Source: an optimization exercise on an open RTL-to-GDS flow (aim: small area and a short achievable clock period). Production flows keep margins and buffers that such runs may drop.
Function was not checked in any run shown here: the RTL went through the layout flow alone.
Power figures rest on the tool's default switching activity, not on a simulated workload.

==> flow/design.v (outline; a module is shown in full before it is edited, if it fits) <==
// module fa: 4 lines
// module ha: 4 lines
// module top_fp_mul_N32_M23_E8: 1341 lines
module top_fp_mul_N32_M23_E8(input  wire clk,
                             input  wire [31:0] a1,
                             input  wire [31:0] b1,
                             output wire [31:0] y);
  // ...
==> flow/flow/run.sh <==
#!/bin/bash
bash standard.sh MATCH_CELL_FOOTPRINT=0 "BUFFER_PORTS_ARGS=-buffer_cell sky130_fd_sc_hd__buf_2" finish > standard.log 2>&1
==> flow/standard.sh <==
#!/bin/bash
# synth_recipe.tcl (not shown) runs the flow's synth.tcl, then flattens the netlist and writes it again
# the make line also repeats each setting of config.mk as NAME=value (left out here)
make -C /OpenROAD-flow-scripts/flow DESIGN_CONFIG=/design/flow/config.mk WORK_HOME=/design/flow/orfs CLKGATE_MAP_FILE= SYNTH_SCRIPT=/design/flow/synth_recipe.tcl "${@:-finish}"
==> flow/config.mk <==
export PLATFORM = sky130hd
export DESIGN_NAME = top_fp_mul_N32_M23_E8
export DESIGN_NICKNAME = top_fp_mul_N32_M23_E8
export VERILOG_FILES = /design/flow/design.v
export SDC_FILE = /design/flow/constraint.sdc
export NUM_CORES = 4
export LEC_CHECK = 0
export ABC_AREA = 1
export CAP_MARGIN = 20
export CORE_MARGIN = 2
export CORE_UTILIZATION = 40
export CTS_CLUSTER_SIZE = 30
export PLACE_DENSITY = 0.75
export SETUP_SLACK_MARGIN = 3.75
export SLEW_MARGIN = 70
export SYNTH_HIERARCHICAL = 1
==> flow/constraint.sdc <==
create_clock -name core_clock -period 8.5 [get_ports {clk}]
set_input_delay 1.7000 -clock core_clock [delete_from_list [all_inputs] [get_ports {clk}]]
set_output_delay 1.7000 -clock core_clock [all_outputs]
set_load 0.01 [all_outputs]
==> results.ini, run 1 <==
[setup_path]
path_max_fanout=10
worstPathRequired_ns=6.80
slowest_stage=dfxtp_1
worst-path-buf-inv=3

[final_layout]
buf_share_pct=5.21
dominant_cells=multi-input gates
design.seq.count=129
multi_input_area_share_pct=70.8
antenna_cells=0
final_common_cell=xor2_1
seq_area_mm2=0.00260
sh_seq_area_pct=14.4

[power_and_ir_drop]
power_uw=7090
seq-power_uw=1010
switching_power_uw=3460
p_leak_uw=0.00789
powerDensity_mw_per_mm2=392
p_comb_uw=5380

[worst_hold_path]
min_path_cells=0
hold_end=rs2$_DFF_P_

[timing]
fin_crit_ns=4.54

[status]
status=finished clean

[clock_tree]
postCtsSetupBuffers=0
numCtsBuffers=17
cts_resized=5

[floorplan]
core_area_mm2=0.0406
taps=532

[logic_synthesis]
synth_edf_count=0
synthAdderAreaFrac_pct=37.5
synth_fp_nets=2154

[run]
cap_viol_max_count=0

[placement]
io_buffer_count=96

==> run 2: changes to the inputs <==
--- a/flow/design.v
+++ b/flow/design.v
@@ -1265,86 +1265,79 @@
   wire cg14 = (lx[15] & ly[15]) | ((lx[15] | ly[15]) & cg12);
   wire cp14 = (lx[15] | ly[15]) & cp12;
   wire cg15 = (lx[17] & ly[17]) | ((lx[17] | ly[17]) & (lx[16] & ly[16]));
   wire cp15 = (lx[17] | ly[17]) & (lx[16] | ly[16]);
   wire cg16 = cg14 | (cp14 & cg13);
   wire cp16 = cp14 & cp13;
   wire cg17 = (lx[18] & ly[18]) | ((lx[18] | ly[18]) & cg15);
   wire cp17 = (lx[18] | ly[18]) & cp15;
-  wire cg18 = (lx[21] & ly[21]) | ((lx[21] | ly[21]) & (lx[20] & ly[20]));
-  wire cp18 = (lx[21] | ly[21]) & (lx[20] | ly[20]);
-  wire cg19 = (lx[19] & ly[19]) | ((lx[19] | ly[19]) & cg17);
-  wire cp19 = (lx[19] | ly[19]) & cp17;
+  wire cg18 = (lx[20] & ly[20]) | ((lx[20] | ly[20]) & (lx[19] & ly[19]));
+  wire cp18 = (lx[20] | ly[20]) & (lx[19] | ly[19]);
+  wire cg19 = cg17 | (cp17 & cg16);
+  wire cp19 = cp17 & cp16;
   wire cg20 = cg18 | (cp18 & cg19);
   wire cp20 = cp18 & cp19;
-  wire cg21 = cg20 | (cp20 & cg16);
-  wire cp21 = cp20 & cp16;
-  wire [22:22] lsum;
-  assign lsum[22] = cg21;
-  wire [0:0] mx = {c231 ^ s250};    
-  wire [0:0] my = {c231 & s250};    
-  wire [24:0] hx = {(c579 ^ n11), (c577 ^ s578), (c573 ^ s576), (c569 ^ s572), (c563 ^ s568), (c557 ^ s562), (c549 ^ s556), (c541 ^ s548), (c531 ^ s540), (c521 ^ s530), (c509 ^ s520), (c497 ^ s508), (c483 ^ s496), (c469 ^ s482), (c453 ^ s468), (c437 ^ s452), (c419 ^ s436), (c401 ^ s418), (c381 ^ s400), (c361 ^ s380), (c339 ^ s360), (c317 ^ s338), (c295 ^ s316), c273, s272};
-  wire [23:0] hy = {(c579 & n11), (c577 & s578), (c573 & s576), (c569 & s572), (c563 & s568), (c557 & s562), (c549 & s556), (c541 & s548), (c531 & s540), (c521 & s530), (c509 & s520), (c497 & s508), (c483 & s496), (c469 & s482), (c453 & s468), (c437 & s452), (c419 & s436), (c401 & s418), (c381 & s400), (c361 & s380), (c339 & s360), (c317 & s338), (c295 & s316), s294};
-  reg  [24:0] rx;           
-  reg  [23:0] ry;
-  reg  [0:0] rmx, rmy;     
-  reg         rcj, rS2, rs2;
+  wire q_c21 = cg20;    
+  wire q_g21 = lx[21] & ly[21], q_t21 = lx[21] | ly[21];
+  wire q_g22 = c231 & s250, q_t22 = c231 | s250;
+  wire q_c22 = q_g21 | (q_t21 & q_c21);
+  wire q_c23n = q_g22 | (q_t22 & q_g21) | (q_t22 & q_t21 & q_c21);
+  wire q_p22n = (c231 ^ s250) ^ q_c22;
+  wire x23 = s272;
+  wire [16:0] lgp = {c541 ^ s548, c531 ^ s540, c521 ^ s530, c509 ^ s520, c497 ^ s508, c483 ^ s496, c469 ^ s482, c453 ^ s468, c437 ^ s452, c419 ^ s436, c401 ^ s418, c381 ^ s400, c361 ^ s380, c339 ^ s360, c317 ^ s338, c295 ^ s316, c273 ^ s294};
+  wire [16:0] lgg = {c541 & s548, c531 & s540, c521 & s530, c509 & s520, c497 & s508, c483 & s496, c469 & s482, c453 & s468, c437 & s452, c419 & s436, c401 & s418, c381 & s400, c361 & s380, c339 & s360, c317 & s338, c295 & s316, c273 & s294};
+  wire [6:0] hgx = {c579, c577, c573, c569, c563, c557, c549};
+  wire [6:0] hgy = {n11, s578, s576, s572, s568, s562, s556};
+  wire [6:0] hg0 = hgx & hgy;
+  wire [6:0] hp0 = hgx ^ hgy;
+  wire [6:0] hg1 = {(hg0[6]), (hg0[5] | (hp0[5] & hg0[4])), (hg0[4]), (hg0[3] | (hp0[3] & hg0[2])), (hg0[2]), (hg0[1] | (hp0[1] & hg0[0])), (hg0[0])};
+  wire [6:0] hp1 = {(hp0[6]), (hp0[5] & hp0[4]), (hp0[4]), (hp0[3] & hp0[2]), (hp0[2]), (hp0[1] & hp0[0]), (hp0[0])};
+  wire [6:0] hg2 = {(hg1[6] | (hp1[6] & hg1[5])), (hg1[5]), (hg1[4]), (hg1[3] | (hp1[3] & hg1[1])), (hg1[2] | (hp1[2] & hg1[1])), (hg1[1]), (hg1[0])};
+  wire [6:0] hp2 = {(hp1[6] & hp1[5]), (hp1[5]), (hp1[4]), (hp1[3] & hp1[1]), (hp1[2] & hp1[1]), (hp1[1]), (hp1[0])};
+  wire [6:0] hg3 = {(hg2[6] | (hp2[6] & hg2[3])), (hg2[5] | (hp2[5] & hg2[3])), (hg2[4] | (hp2[4] & hg2[3])), (hg2[3]), (hg2[2]), (hg2[1]), (hg2[0])};
+  wire [6:0] hp3 = {(hp2[6] & hp2[3]), (hp2[5] & hp2[3]), (hp2[4] & hp2[3]), (hp2[3]), (hp2[2]), (hp2[1]), (hp2[0])};
+  wire [6:0] hs0 = (hgx ^ hgy) ^ {hg3[5:0], 1'b0};
+  wire [6:0] hs1 = (hgx ^ hgy) ^ {hg3[5:0] | hp3[5:0], 1'b1};
+  reg         rx23, rc23, rr0, rr1, rs2;   
+  reg  [16:0] rlp, rlg;     
+  reg  [6:0] rh0, rh1;     
   reg  [7:0]  re2;
   always @(posedge clk) begin
-    rx   <= hx;
-    ry   <= hy;
-    rmx  <= mx;
-    rmy  <= my;
-    rcj  <= lsum[22];
-    rS2  <= rS;
+    rx23 <= x23;
+    rlp  <= lgp;
+    rlg  <= lgg;
+    rh0  <= hs0;
+    rh1  <= hs1;
+    rc23 <= q_c23n;
+    rr0  <= q_p22n & rS;
+    rr1  <= q_p22n | rS;
     rs2  <= rs;
     re2  <= re;
   end
-  wire q_p22 = rmx[0] ^ rcj;
-  wire q_c23 = rmy[0] | (rmx[0] & rcj);
-  wire r1 = q_p22 | rS2;
-  wire r0 = q_p22 & rS2;
-  wire q_p0 = rx[0] ^ q_c23;
-  wire q_g0 = rx[0] & q_c23;
-  wire ci_n  = q_g0;                  
-  wire ci_r0 = q_g0 | (q_p0 & r0);
-  wire ci_r1 = q_g0 | (q_p0 & r1);
-  wire [24:1] p, g;
-  genvar b;
-  generate for (b = 1; b <= 24; b = b + 1) begin : g_pg
-    if (b > 1) begin : g_reg
-      assign p[b] = rx[b];
-      assign g[b] = ry[b-1];
-    end else begin : g_add
-      assign p[b] = rx[b] ^ ry[b-1];
-      assign g[b] = rx[b] & ry[b-1];
-    end
-  end endgenerate
-  wire [23:0] gl [0:5];
-  wire [23:0] pl [0:5];
-  assign gl[0] = g[24:1];
-  assign pl[0] = p[24:1];
-  genvar l, i;
-  generate for (l = 0; l < 5; l = l + 1) begin : g_lvl
-    for (i = 0; i < 24; i = i + 1) begin : g_bit
-      if ((i >> l) & 1) begin : g_comb
-        localparam integer J = ((i >> l) << l) - 1;
-        assign gl[l+1][i] = gl[l][i] | (pl[l][i] & gl[l][J]);
-        assign pl[l+1][i] = pl[l][i] & pl[l][J];
-      end else begin : g_pass
-        assign gl[l+1][i] = gl[l][i];
-        assign pl[l+1][i] = pl[l][i];
-      end
-    end
-  end endgenerate
-  wire [23:0] G = gl[5];
-  wire [23:0] Pp = pl[5];
-  wire [24:1] cr0 = {G[22:0] | (Pp[22:0] & {23{ci_r0}}), ci_r0};
-  wire [24:1] cr1 = {G[22:0] | (Pp[22:0] & {23{ci_r1}}), ci_r1};
-  wire [24:0] w0 = {p ^ cr0, q_p0 ^ r0};
-  wire [24:0] w1 = {p ^ cr1, q_p0 ^ r1};
-  wire n = p[24] ^ (G[22] | (Pp[22] & ci_n));
+  wire q_p0 = rx23 ^ rc23;
+  wire q_g0 = rx23 & rc23;
+  wire ci_n  = q_g0;                    
+  wire ci_r0 = q_g0 | (q_p0 & rr0);
+  wire ci_r1 = q_g0 | (q_p0 & rr1);
+  wire [16:0] lg0 = rlg;
+  wire [16:0] lp0 = rlp;
+  wire [16:0] lg1 = {(lg0[16]), (lg0[15] | (lp0[15] & lg0[14])), (lg0[14]), (lg0[13] | (lp0[13] & lg0[12])), (lg0[12]), (lg0[11] | (lp0[11] & lg0[10])), (lg0[10]), (lg0[9] | (lp0[9] & lg0[8])), (lg0[8]), (lg0[7] | (lp0[7] & lg0[6])), (lg0[6]), (lg0[5] | (lp0[5] & lg0[4])), (lg0[4]), (lg0[3] | (lp0[3] & lg0[2])), (lg0[2]), (lg0[1] | (lp0[1] & lg0[0])), (lg0[0])};
+  wire [16:0] lp1 = {(lp0[16]), (lp0[15] & lp0[14]), (lp0[14]), (lp0[13] & lp0[12]), (lp0[12]), (lp0[11] & lp0[10]), (lp0[10]), (lp0[9] & lp0[8]), (lp0[8]), (lp0[7] & lp0[6]), (lp0[6]), (lp0[5] & lp0[4]), (lp0[4]), (lp0[3] & lp0[2]), (lp0[2]), (lp0[1] & lp0[0]), (lp0[0])};
+  wire [16:0] lg2 = {(lg1[16]), (lg1[15] | (lp1[15] & lg1[13])), (lg1[14] | (lp1[14] & lg1[13])), (lg1[13]), (lg1[12]), (lg1[11] | (lp1[11] & lg1[9])), (lg1[10] | (lp1[10] & lg1[9])), (lg1[9]), (lg1[8]), (lg1[7] | (lp1[7] & lg1[5])), (lg1[6] | (lp1[6] & lg1[5])), (lg1[5]), (lg1[4]), (lg1[3] | (lp1[3] & lg1[1])), (lg1[2] | (lp1[2] & lg1[1])), (lg1[1]), (lg1[0])};
+  wire [16:0] lp2 = {(lp1[16]), (lp1[15] & lp1[13]), (lp1[14] & lp1[13]), (lp1[13]), (lp1[12]), (lp1[11] & lp1[9]), (lp1[10] & lp1[9]), (lp1[9]), (lp1[8]), (lp1[7] & lp1[5]), (lp1[6] & lp1[5]), (lp1[5]), (lp1[4]), (lp1[3] & lp1[1]), (lp1[2] & lp1[1]), (lp1[1]), (lp1[0])};
+  wire [16:0] lg3 = {(lg2[16]), (lg2[15] | (lp2[15] & lg2[11])), (lg2[14] | (lp2[14] & lg2[11])), (lg2[13] | (lp2[13] & lg2[11])), (lg2[12] | (lp2[12] & lg2[11])), (lg2[11]), (lg2[10]), (lg2[9]), (lg2[8]), (lg2[7] | (lp2[7] & lg2[3])), (lg2[6] | (lp2[6] & lg2[3])), (lg2[5] | (lp2[5] & lg2[3])), (lg2[4] | (lp2[4] & lg2[3])), (lg2[3]), (lg2[2]), (lg2[1]), (lg2[0])};
+  wire [16:0] lp3 = {(lp2[16]), (lp2[15] & lp2[11]), (lp2[14] & lp2[11]), (lp2[13] & lp2[11]), (lp2[12] & lp2[11]), (lp2[11]), (lp2[10]), (lp2[9]), (lp2[8]), (lp2[7] & lp2[3]), (lp2[6] & lp2[3]), (lp2[5] & lp2[3]), (lp2[4] & lp2[3]), (lp2[3]), (lp2[2]), (lp2[1]), (lp2[0])};
+  wire [16:0] lg4 = {(lg3[16]), (lg3[15] | (lp3[15] & lg3[7])), (lg3[14] | (lp3[14] & lg3[7])), (lg3[13] | (lp3[13] & lg3[7])), (lg3[12] | (lp3[12] & lg3[7])), (lg3[11] | (lp3[11] & lg3[7])), (lg3[10] | (lp3[10] & lg3[7])), (lg3[9] | (lp3[9] & lg3[7])), (lg3[8] | (lp3[8] & lg3[7])), (lg3[7]), (lg3[6]), (lg3[5]), (lg3[4]), (lg3[3]), (lg3[2]), (lg3[1]), (lg3[0])};
+  wire [16:0] lp4 = {(lp3[16]), (lp3[15] & lp3[7]), (lp3[14] & lp3[7]), (lp3[13] & lp3[7]), (lp3[12] & lp3[7]), (lp3[11] & lp3[7]), (lp3[10] & lp3[7]), (lp3[9] & lp3[7]), (lp3[8] & lp3[7]), (lp3[7]), (lp3[6]), (lp3[5]), (lp3[4]), (lp3[3]), (lp3[2]), (lp3[1]), (lp3[0])};
+  wire [16:0] lg5 = {(lg4[16] | (lp4[16] & lg4[15])), (lg4[15]), (lg4[14]), (lg4[13]), (lg4[12]), (lg4[11]), (lg4[10]), (lg4[9]), (lg4[8]), (lg4[7]), (lg4[6]), (lg4[5]), (lg4[4]), (lg4[3]), (lg4[2]), (lg4[1]), (lg4[0])};
+  wire [16:0] lp5 = {(lp4[16] & lp4[15]), (lp4[15]), (lp4[14]), (lp4[13]), (lp4[12]), (lp4[11]), (lp4[10]), (lp4[9]), (lp4[8]), (lp4[7]), (lp4[6]), (lp4[5]), (lp4[4]), (lp4[3]), (lp4[2]), (lp4[1]), (lp4[0])};
+  wire [17:0] cn  = {lg5 | (lp5 & {17{ci_n}}),  ci_n};
+  wire [17:0] cr0 = {lg5 | (lp5 & {17{ci_r0}}), ci_r0};
+  wire [17:0] cr1 = {lg5 | (lp5 & {17{ci_r1}}), ci_r1};
+  wire [24:0] w0 = {cr0[17] ? rh1 : rh0, rlp ^ cr0[16:0], q_p0 ^ rr0};
+  wire [24:0] w1 = {cr1[17] ? rh1 : rh0, rlp ^ cr1[16:0], q_p0 ^ rr1};
+  wire n = cn[17] ? rh1[6] : rh0[6];
   wire [7:0] re2p1 = re2 + 8'd1;
   wire [7:0] e = n ? re2p1 : re2;
   wire [22:0] m = n ? w1[23:1] : w0[22:0];
   assign y = {rs2, e, m};
 endmodule
==> flow/config.mk (replaced) <==
export PLATFORM = sky130hd
export DESIGN_NAME = top_fp_mul_N32_M23_E8
export DESIGN_NICKNAME = top_fp_mul_N32_M23_E8
export VERILOG_FILES = /design/flow/design.v
export SDC_FILE = /design/flow/constraint.sdc
export NUM_CORES = 4
export LEC_CHECK = 0
export ABC_AREA = 1
export CAP_MARGIN = 20
export CORE_MARGIN = 2
export CORE_UTILIZATION = 50
export CTS_BUF_LIST = sky130_fd_sc_hd__clkbuf_4 sky130_fd_sc_hd__clkbuf_8
export CTS_CLUSTER_SIZE = 30
export PLACE_DENSITY = 0.8
export SETUP_SLACK_MARGIN = 4.0
export SLEW_MARGIN = 70
export SYNTH_HIERARCHICAL = 1
==> results.ini, run 2 <==
[status]
status=finished clean  ; unchanged

[timing]
fin_crit_ns=4.43  ; was 4.54 ns
setup_tns_ns=0  ; unchanged
clock-skew-final_ns=0.0175  ; was 0.00932 ns
rsz0062_at_grt=yes  ; was no
timing.fmax_mhz=226  ; was 220 MHz
finalSetupViolations=0  ; unchanged
drv_slew=0  ; unchanged
whs_ns=0.328  ; was 0.325 ns
slew_headroom_pct=73.1  ; was 71.9%
hold_violations=0  ; unchanged
min_period_over_period_pct=52.1  ; was 53.4%
worstMarginPinSlew_ns=0.403  ; was 0.421 ns

[drt]
wirelength_mm=47.1  ; was 49.0 mm
vias=13542  ; was 13.8k
routed_via_density=6.12  ; was 5.89
first_iter_violations=1659  ; was 1683
drc=0  ; unchanged
dr.pass1.iters=7  ; was 6
wl_per_cell_um=21.3  ; was 20.9 µm
antenna_left=0  ; unchanged

[setup_path]
endpoint=y[15]  ; was y[2]
r2r_end=rh1[5]$_DFF_P_  ; was rcj$_DFF_P_
reg2reg_from=ra_n[13]$_DFF_P_  ; was one_n[5]$_DFF_P_
crit_type=flip-flop to output pin  ; unchanged
crit_path_end_kind=output pin  ; unchanged
path_max_fanout=4  ; was 10
r2r_cells=15  ; was 14
worstSetupStartpoint=rlp[1]$_DFF_P_  ; was rx[1]$_DFF_P_
startpoint_type=flip-flop  ; unchanged
rrSetupSlack_ns=4.17  ; was 4.23 ns
worstPathRequired_ns=6.80  ; about the same
worstPathArrival_ns=2.73  ; was 2.84 ns

[global_route]
use_met1_pct=35.8  ; was 30.1%
grt.overflow.total=0  ; unchanged
grt_pass1_wl_mm=74.8  ; was 76.1 mm
antenna_found_initial=0  ; unchanged
met2_usage_pct=45.3  ; was 35.0%
met3_usage_pct=8.40  ; was 8.23%
grt_use_total_pct=28.3  ; was 23.1%
grt_max_degree=28  ; was 41
grt-busiest-layer=met2  ; unchanged
grt_pass1_vias=14071  ; was 14.3k

[placement]
io_buffer_count=96  ; unchanged
dp_hpwl_mm=32.8  ; was 33.4 mm
place_congestion=0.929  ; was 0.915

[logic_synthesis]
syn_inst=1728  ; was 1760
synth_compound_area_share_pct=15.2  ; was 14.5%
ys.warnings.count=7  ; unchanged
synth_top_area_cell=fa_1  ; unchanged
synth_edf_count=0  ; unchanged
synthFlopType=dfxtp_1  ; unchanged
synthAdderAreaFrac_pct=38.0  ; was 37.5%
synthArstFlopShare_pct=0  ; unchanged
yosys.area.top_type_share_pct=33.1  ; was 32.9%
syn_area_mm2=0.0163  ; about the same
synth_top_family_by_area=adder cells  ; unchanged
ys_seq_area_share_pct=15.9  ; was 15.8%
synth-simple-area-share_pct=6.39  ; was 8.79%
synth_mux_area_share_pct=0.0692  ; was 0.0690%
ys_top_cells_by_count=303 x xor2_1, 269 x fa_1, 244 x o22ai_1  ; was 294 x xor2_1, 268 x fa_1, 243 x o22ai_1
synth.area.top_cells=fa_1 33%, xor2_1 16%, dfxtp_1 16%  ; was fa_1 33%, dfxtp_1 16%, xor2_1 16%
synth_cell_types=50  ; was 47
synth-seq-cells=129  ; unchanged
synth_area_per_cell_um2=9.41  ; was 9.27 µm²
synth_fp_nets=2126  ; was 2154
yosysMostFrequentCell=xor2_1  ; unchanged
synth_xor_area_share_pct=17.6  ; was 17.1%

[floorplan]
start_util_pct=50.4  ; was 40.3%
core_area_mm2=0.0323  ; was 0.0406 mm²
die_w_um=184  ; was 206 µm
io_pins=97  ; unchanged
die_y_um=184  ; was 206 µm
dieArea_mm2=0.0340  ; was 0.0424 mm²
fp-row-count=66  ; was 74

[clock_tree]
clock-sinks=129  ; unchanged
clockBufferDepth=2  ; unchanged
cts_root_buf=clkbuf_8  ; was clkbuf_16
cts_tree=built  ; unchanged
cts.reportedPaths.clkPinSlew_ns=0.09  ; was 0.06 ns
h-tree-depth=4  ; unchanged
clkLatencyLatePin_ns=0.46  ; was 0.44 ns
numCtsBuffers=17  ; unchanged

[power_and_ir_drop]
power_uw=7390  ; was 7090 µW
ir_drop_v=0.000219  ; was 0.000193 V
p_leak_uw=0.00776  ; was 0.00789 µW
powerDensity_mw_per_mm2=414  ; was 392 mW/mm²

[final_layout]
area.growth.synth_to_final_pct=9.90  ; was 10.8%
top_regs=ra_n: 23 flops, rlg: 17 flops, rlp: 17 flops  ; was rx: 25 flops, ra_n: 23 flops, ry: 23 flops
antenna_cells=0  ; unchanged
fillerInstances=2701  ; was 3807
drive_gt1_share_pct=14.4  ; was 12.8%
num-nets-final=2154  ; was 2189
largest_reg_flops=23  ; was 25
final_common_cell=xor2_1  ; unchanged
top_register=ra_n  ; was rx
mostFrequentLayoutCells=303 x xor2_1, 269 x fa_1, 244 x o22ai_1, 144 x nand2_1, 143 x inv_1  ; was 294 x xor2_1, 267 x fa_1, 243 x o22ai_1, 219 x nand2_1, 124 x dfxtp_1

[worst_hold_path]
min_path_type=flip-flop to flip-flop  ; unchanged

[run]
cap_viol_max_count=0  ; unchanged

==> run 2: cell types whose count changed in the layout (fill, tap and decap cells not counted), sizes merged, moves of 5 or more <==
cell    before  now
nand2      231  154
o21ai       51   71
nor2        59   66
or2          6    1
o211ai       3    8
nand3       31   13
xor2       294  303
buf        150  143
inv        128  157
==> run 2: worst max-delay path, cell delays in order, from the launching register on <==
cell,delay (ns)
dfxtp_4,0.37
a21o_1,0.18
a21oi_2,0.18
o21bai_2,0.10
nand2_1,0.08
nand2_2,0.07
a21oi_4,0.16
inv_1,0.14
a21oi_2,0.18
o21bai_1,0.12
a21oi_2,0.23
nand2_1,0.08
nand2_1,0.06
nand2_1,0.05
nand2_1,0.05
nand2_1,0.07
buf_2,0.14
==> run 2: repair_timing <==
item | CTS | global route
resized for setup | 23 | 39
endpoints found under the setup margin | 26 | 32
hold buffers | 0 | 0
cloned | 2 | 0
setup buffers | 8 | 4
hold endpoints to repair | 0 | 0
pin swaps | 10 | 12
==> run 2: cell families (layout without fill, tap and decap cells) <==
kind of cell / after synthesis / in the layout
AO/OA/AOI/OAI: 402 / 402
adder cells (fa/ha/maj): 333 / 333
XOR/XNOR: 326 / 326
buffers and inverters: 288 / 328
AND/OR/NAND/NOR: 249 / 250
flip-flops: 129 / 129
multiplexers: 1 / 1
==> run 2: how the worst min path moves through the flow <==
stage / cells past startpoint / to / startpoint / slack, ns
floorplan: 0 / re2[0]$_DFF_P_ / re[0]$_DFF_P_ / 0.31
global placement: 0 / rs2$_DFF_P_ / rs$_DFF_P_ / 0.31
detailed placement: 0 / re2[5]$_DFF_P_ / re[5]$_DFF_P_ / 0.31
CTS: 0 / re2[3]$_DFF_P_ / re[3]$_DFF_P_ / 0.33
global route: 0 / re2[6]$_DFF_P_ / re[6]$_DFF_P_ / 0.34
finish: 0 / re2[3]$_DFF_P_ / re[3]$_DFF_P_ / 0.33
==> run 2: report_power, final <==
part	switching, µW	total (µW)	internal, µW	leakage, µW
Sequential	173	1070	892	0.00109
Combinational	3280	5810	2530	0.00647
Clock	262	510	248	0.000194
==> run 2: metal layers <==
| layer | vias up | part of all wire, % |
|---|---|---|
| met4 | 0 | 4.1 |
| met3 | 182 | 12 |
| li1 | 5794 | - |
| met5 | - | 0 |
| met1 | 6594 | 38 |
| met2 | 972 | 46 |
==> run 2: through the flow <==
| step | cells | util, % | setup WS, ns | instance area [µm²] |
|---|---|---|---|---|
| detailed placement | 2165 | 53.1 | 4.13 | 17100 |
| CTS | 2207 | 54.8 | 4.00 | 17700 |
| finish | 2211 | 55.4 | 4.07 | 17900 |
| floorplan | 1728 | - | 4.06 | 16300 |
| global placement | 2165 | 52.7 | 4.00 | 17000 |
| global route | 2211 | 55.4 | 3.88 | 17900 |
==> run 2: cell type report <==
type / instances / area, µm² / area share, %
Clock buffer: 18 / 248 / 1.39
Clock inverter: 14 / 144 / 0.805
Inverter: 152 / 602 / 3.37
Multi-Input combinational cell: 1312 / 12700 / 71.2
Sequential cell: 129 / 2690 / 15.1
Tap cell: 442 / 553 / 3.09
Timing Repair Buffer: 143 / 895 / 5.01
Timing Repair inverter: 1 / 11.3 / 0.0630
==> run 2: modules after synthesis (local to each module, per instance) <==
module                 times used  cells  flip-flops and latches
ha                             20      1                       0
fa                            264      1                       0
top_fp_mul_N32_M23_E8           1   1444                     129

## port drivers added, routing unchanged
How much do the figures lean on ideal ports? The routed layouts below were timed once more, with nothing changed but the port constraints.
Step 1 sets driving cells, clkbuf_16 on the clock port and buf_2 on the other inputs (assumed; they add their load-dependent delay and slew).
Step 2 also shifts input and output timing later by t, the mid clock arrival at the registers, as if the neighbouring blocks saw the same clock.
a / b / c = no drivers / after step 1 / after step 2; a / b = the first two.
| run | t, ns | setup slack, ns | slew at the worst register clock pin (ns) |
|---|---|---|---|
| run 1 | 0.475 | 3.958 / 3.914 / 4.233 | 0.06 / 0.06 |
| run 2 | 0.499 | 4.071 / 4.024 / 4.173 | 0.09 / 0.09 |
After both steps every run listed still meets setup and hold.
